Background: an optimization exercise with open tools, aiming at small area. Do not read the settings as production practice.
In this exercise RTL edits were held to simulation tests only and were not proved equivalent to the original.
The flow treats the clock pin as an ideal source, which a real chip does not have.
Power and IR drop assume default switching activity.

## the baseline
==> module HorizontalCnt, before the edit <==
module HorizontalCnt(vga_clk, en, clr, HcntValue, VcntEnable);
	input vga_clk, en, clr;
	output reg [9:0] HcntValue;
	output reg VcntEnable;
	wire wrap = HcntValue[9] & HcntValue[8] & HcntValue[5];
	always @(posedge vga_clk) begin
		if (clr) begin
			HcntValue <= 10'd0;
			VcntEnable <= 1'b0;
		end
		else if (en) begin
			HcntValue <= wrap ? 10'd0 : HcntValue + 10'd1;
			VcntEnable <= wrap;
		end
	end
endmodule
==> module VerticalCnt, before the edit <==
module VerticalCnt(vga_clk, en, clr, VcntEnable, VcntValue);
	input vga_clk, en, clr, VcntEnable;
	output reg [8:0] VcntValue;
	wire wrap = VcntValue[8] & VcntValue[7] & VcntValue[6] & VcntValue[0];
	always @(posedge vga_clk) begin
		if (clr) VcntValue <= 9'd0;
		else if (en & VcntEnable) VcntValue <= wrap ? 9'd0 : VcntValue + 9'd1;
	end
endmodule
==> module vgasync, before the edit <==
module vgasync(clr, clk, en, HcntValue, VcntValue, hsync, vsync, r, g, b, key, strobe);
	input clk, en, strobe, clr;
	input [7:0] key;
	input [9:0] HcntValue;
	input [8:0] VcntValue;
	output hsync, vsync;
	output [2:0] r, g, b;
	function ge10(input [9:0] x, input [9:0] k);
		integer i;
		begin
			ge10 = 1'b1;
			for (i = 0; i < 10; i = i + 1)
				ge10 = k[i] ? (x[i] & ge10) : (x[i] | ge10);
		end
	endfunction
	wire [9:0] H = HcntValue;
	wire [8:0] V = VcntValue;
	assign hsync = clr | ~(ge10(H, 10'd16) & ~ge10(H, 10'd111));
	assign vsync = ~clr & (V == 9'd12);
	wire v50 = ge10({1'b0, V}, 10'd50);
	wire v250 = ge10({1'b0, V}, 10'd250);
	wire h161 = ge10(H, 10'd161);
	wire h374 = ge10(H, 10'd374);
	wire h587 = ge10(H, 10'd587);
	wire h800 = H[9] & H[8] & H[5];
	wire row1 = ~clr & v50 & ~v250;
	wire row2 = ~clr & v250;
	wire col1 = h161 & ~h374;
	wire col2 = h374 & ~h587;
	wire col3 = h587 & ~h800;
	wire kstb = en & strobe;
	wire [3:0] hi = key[7:4], lo = key[3:0];
	wire h1 = hi == 4'h1, h2 = hi == 4'h2, h3 = hi == 4'h3, h7 = hi == 4'h7;
	wire l6 = lo == 4'h6, le = lo == 4'hE, l5 = lo == 4'h5;
	wire m1 = h1 & l6, m2 = h1 & le, m3 = h2 & l6, m4 = h2 & l5;
	wire m5 = h2 & le, m6 = h3 & l6, m0 = h7 & l6;
	wire zk = m0 | m1 | m2 | m3 | m4 | m5 | m6;
	wire kr = h2 & (lo == 4'hD), kg = h3 & (lo == 4'h4), kb = h3 & (lo == 4'h2);
	reg [2:0] zone;
	reg [1:0] tag;
	wire z0 = (zone == 3'd0);
	always @(posedge clk)
		if (clr) begin
			zone <= 3'd0;
			tag <= 2'd0;
		end
		else if (kstb) begin
			if (zk) zone <= {m4 | m5 | m6, m2 | m3 | m6, m1 | m3 | m5};
			tag <= z0 ? 2'd0 : {kg | kb, kr | kb};
		end
	wire blank = kstb & z0;
	wire [3:1] step = {3{kstb}} & {tag == 2'd3, tag == 2'd2, tag == 2'd1};
	wire [12:0] shown [1:6];    
	genvar w;
	generate
		for (w = 1; w <= 6; w = w + 1) begin : win
			window wn(.clk(clk), .clr(clr), .we(kstb & (zone == w)),
			          .blank(blank), .step(step), .shown(shown[w]));
		end
	endgenerate
	function [2:0] level(input [3:0] c);
		reg [2:0] m;
		begin
			case (c[2:0])
				3'b000: m = 3'd0;
				3'b101: m = 3'd1;
				3'b011: m = 3'd2;
				3'b010: m = 3'd3;
				3'b110: m = 3'd4;
				3'b100: m = 3'd5;
				3'b111: m = 3'd6;
				default: m = 3'bxxx;
			endcase
			level = c[3] ? ~m : m;
		end
	endfunction
	wire [11:0] t1 = ({12{col1 & ~shown[1][12]}} & shown[1][11:0]) |
	                 ({12{col2 & ~shown[2][12]}} & shown[2][11:0]) |
	                 ({12{col3 & ~shown[3][12]}} & shown[3][11:0]);
	wire [11:0] t2 = ({12{col1 & ~shown[4][12]}} & shown[4][11:0]) |
	                 ({12{col2 & ~shown[5][12]}} & shown[5][11:0]) |
	                 ({12{col3 & ~shown[6][12]}} & shown[6][11:0]);
	wire [11:0] s = ({12{row1}} & t1) | ({12{row2}} & t2);
	assign r = level(s[3:0]);
	assign g = level(s[7:4]);
	assign b = level(s[11:8]);
endmodule
==> module top, before the edit <==
module top(reset, clk, ps2clk, ps2data, hsync, vsync, red, green, blue);
	input reset, clk;
	input ps2clk, ps2data;
	output hsync, vsync;
	output [2:0] red, green, blue;
	wire tick;
	wire [9:0] Hcount;
	wire [8:0] Vcount;
	wire Venable;
	wire kstrobe;
	wire [7:0] key;
	wire pend;
	TwentyFiveMHz cl25(clk, reset, tick);
	ClearPending clr(clk, reset, pend);
	HorizontalCnt hcnt(clk, tick, pend, Hcount, Venable);
	VerticalCnt vcnt(clk, tick, pend, Venable, Vcount);
	kbd_protocol kbdp(pend, clk, tick, ps2clk, ps2data, key, kstrobe);
	vgasync vga(pend, clk, tick, Hcount, Vcount, hsync, vsync, red, green, blue, key, kstrobe);
endmodule
==> flow/config.mk <==
export PLATFORM = sky130hd
export DESIGN_NAME = top
export DESIGN_NICKNAME = top
export VERILOG_FILES = /design/flow/design.v
export SDC_FILE = /design/flow/constraint.sdc
export NUM_CORES = 4
export LEC_CHECK = 0
export CAP_MARGIN = 20
export CORE_MARGIN = 2
export CORE_UTILIZATION = 40
export SLEW_MARGIN = 20
==> flow/constraint.sdc <==
create_clock -name core_clock -period 10.0 [get_ports {clk}]
set_input_delay 2.0000 -clock core_clock [delete_from_list [all_inputs] [get_ports {clk}]]
set_output_delay 2.0000 -clock core_clock [all_outputs]
set_load 0.01 [all_outputs]
standard.sh (not shown) runs the stock make flow with config.mk's settings and CLKGATE_MAP_FILE= SYNTH_SCRIPT=/design/flow/synth_recipe.tcl, a recipe that flattens the netlist after the stock synthesis.
==> flow/flow/run.sh <==
#!/bin/bash
# Own layout flow: the standard synthesis, then its combinational logic
# re-mapped by ABC for area (flip-flops kept as they are), then the standard
# layout steps with a clock tree built without dummy loads and the port
# buffers swapped to the smallest buffer.
set -euo pipefail
W=$(pwd)
R=$W/orfs/results/$FLOW_PLATFORM/top/base
CTS="-sink_clustering_enable -repair_clock_nets -dont_use_dummy_load -buf_list sky130_fd_sc_hd__clkbuf_4"

bash standard.sh synth > $W/flow_synth.log 2>&1
cp $R/1_2_yosys.v $R/1_2_yosys_std.v
LIB=$FLOW_HOME/platforms/$FLOW_PLATFORM/lib/sky130_fd_sc_hd__tt_025C_1v80.lib \
IN=$R/1_2_yosys_std.v OUT=$R/1_2_yosys.v TOP=$FLOW_TOP \
  yosys -c $W/flow/remap.tcl > $W/flow_remap.log 2>&1
rm -f $R/1_synth.odb $R/1_synth.sdc
bash standard.sh "CTS_ARGS=$CTS" "PRE_CTS_TCL=$W/flow/portbuf.tcl" finish > $W/flow_finish.log 2>&1
Other scripts of this flow, unchanged in this note and not shown: flow/flow/portbuf.tcl, flow/flow/remap.tcl
The baseline completed; timing, DRC and antenna clean
[inputs] the candidate vs the baseline
-- flow/design.v --
<<< the baseline, line 15
		else pend <= 1'b0;
endmodule
module HorizontalCnt(vga_clk, en, clr, HcntValue, VcntEnable);
	input vga_clk, en, clr;
	output reg [9:0] HcntValue;
	output reg VcntEnable;
	wire wrap = HcntValue[9] & HcntValue[8] & HcntValue[5];
	always @(posedge vga_clk) begin
		if (clr) begin
			HcntValue <= 10'd0;
			VcntEnable <= 1'b0;
>>> the candidate, line 15
		else pend <= 1'b0;
endmodule
module HorizontalCnt(vga_clk, en, reset, HcntValue, VcntEnable);
	input vga_clk, en, reset;
	output reg [9:0] HcntValue;
	output reg VcntEnable;
	wire wrap = HcntValue[9] & HcntValue[8] & HcntValue[5];
	always @(posedge vga_clk or posedge reset) begin
		if (reset) begin
			HcntValue <= 10'd0;
			VcntEnable <= 1'b0;
<<< the baseline, line 31
	end
endmodule
module VerticalCnt(vga_clk, en, clr, VcntEnable, VcntValue);
	input vga_clk, en, clr, VcntEnable;
	output reg [8:0] VcntValue;
	wire wrap = VcntValue[8] & VcntValue[7] & VcntValue[6] & VcntValue[0];
	always @(posedge vga_clk) begin
		if (clr) VcntValue <= 9'd0;
		else if (en & VcntEnable) VcntValue <= wrap ? 9'd0 : VcntValue + 9'd1;
	end
>>> the candidate, line 31
	end
endmodule
module VerticalCnt(vga_clk, en, reset, VcntEnable, VcntValue);
	input vga_clk, en, reset, VcntEnable;
	output reg [8:0] VcntValue;
	wire wrap = VcntValue[8] & VcntValue[7] & VcntValue[6] & VcntValue[0];
	always @(posedge vga_clk or posedge reset) begin
		if (reset) VcntValue <= 9'd0;
		else if (en & VcntEnable) VcntValue <= wrap ? 9'd0 : VcntValue + 9'd1;
	end
<<< the baseline, line 108
	wire [9:0] H = HcntValue;
	wire [8:0] V = VcntValue;
	assign hsync = clr | ~(ge10(H, 10'd16) & ~ge10(H, 10'd111));
	assign vsync = ~clr & (V == 9'd12);
	wire v50 = ge10({1'b0, V}, 10'd50);
	wire v250 = ge10({1'b0, V}, 10'd250);
>>> the candidate, line 108
	wire [9:0] H = HcntValue;
	wire [8:0] V = VcntValue;
	assign hsync = ~(ge10(H, 10'd16) & ~ge10(H, 10'd111));
	assign vsync = (V == 9'd12);
	wire v50 = ge10({1'b0, V}, 10'd50);
	wire v250 = ge10({1'b0, V}, 10'd250);
<<< the baseline, line 116
	wire h587 = ge10(H, 10'd587);
	wire h800 = H[9] & H[8] & H[5];
	wire row1 = ~clr & v50 & ~v250;
	wire row2 = ~clr & v250;
	wire col1 = h161 & ~h374;
	wire col2 = h374 & ~h587;
>>> the candidate, line 116
	wire h587 = ge10(H, 10'd587);
	wire h800 = H[9] & H[8] & H[5];
	wire row1 = v50 & ~v250;
	wire row2 = v250;
	wire col1 = h161 & ~h374;
	wire col2 = h374 & ~h587;
<<< the baseline, line 224
	TwentyFiveMHz cl25(clk, reset, tick);
	ClearPending clr(clk, reset, pend);
	HorizontalCnt hcnt(clk, tick, pend, Hcount, Venable);
	VerticalCnt vcnt(clk, tick, pend, Venable, Vcount);
	kbd_protocol kbdp(pend, clk, tick, ps2clk, ps2data, key, kstrobe);
	vgasync vga(pend, clk, tick, Hcount, Vcount, hsync, vsync, red, green, blue, key, kstrobe);
>>> the candidate, line 224
	TwentyFiveMHz cl25(clk, reset, tick);
	ClearPending clr(clk, reset, pend);
	HorizontalCnt hcnt(clk, tick, reset, Hcount, Venable);
	VerticalCnt vcnt(clk, tick, reset, Venable, Vcount);
	kbd_protocol kbdp(pend, clk, tick, ps2clk, ps2data, key, kstrobe);
	vgasync vga(pend, clk, tick, Hcount, Vcount, hsync, vsync, red, green, blue, key, kstrobe);
### Flow results
- When the candidate is set beside the baseline, its reported net switching power turns out to be 0.54% smaller.
- Footprint of the multi-input gates | the candidate above the baseline
- Against the baseline, the candidate comes in 0.42 points higher on share of the core filled with cells.
- Any difference in sequential power between the baseline and the candidate is small enough to ignore.
- The power was comparable across the candidate and the baseline.
- Against the baseline as the reference, the candidate delivers a higher number of nets in the finished design.
- Looking at the candidate and the baseline, the fraction of area in clock buffers and inverters is a wash.
- Delay of the slowest critical-path stage: the candidate vs the baseline up 0.07 ns
- When the candidate is set beside the baseline, its pin count of the biggest net entering global routing turns out to be 28 smaller.
- Row final cell count without fillers: the candidate higher / the baseline lower
- The candidate completed every stage of the flow, and the final layout passed the timing, DRC and antenna checks.
- Worst clock skew, the candidate and the baseline: lower on the baseline
- Diff the baseline -> the candidate | synthesized netlist net count | up by a few percent
- The candidate — part of the power in combinational logic 0.4 points lower, the baseline as reference
- Synthesized cell count in the candidate vs the baseline: up 15

-- afterwards: timing with drivers on the ports --
Ports are ideal in the flow. The routed layouts listed here were re-timed in OpenROAD.
Step 1, drivers: a clkbuf_16 drives clk and a buf_2 each remaining input, both assumed.
Step 2 adds t to the input delays and takes it off the output delays; t is the mean of the earliest and latest rising clock arrival at the registers after step 1. Input paths then give back, and output paths get back, about the clock's delay inside the block.
a / b / c = ideal / step 1 / step 2; a / b = the first two.
run | t, ns | setup slack, ns | clock arrival spread, ns | worst data-port slew with drivers (ns) | pins driven straight from the clock port
the baseline | 0.567 | 4.203 / 4.165 / 4.732 | 0.027 / 0.026 | 0.03 | 1
the candidate | 0.536 | 4.439 / 4.406 / 4.941 | 0.033 / 0.033 | 0.03 | 1
After both steps every run listed still meets setup and hold.
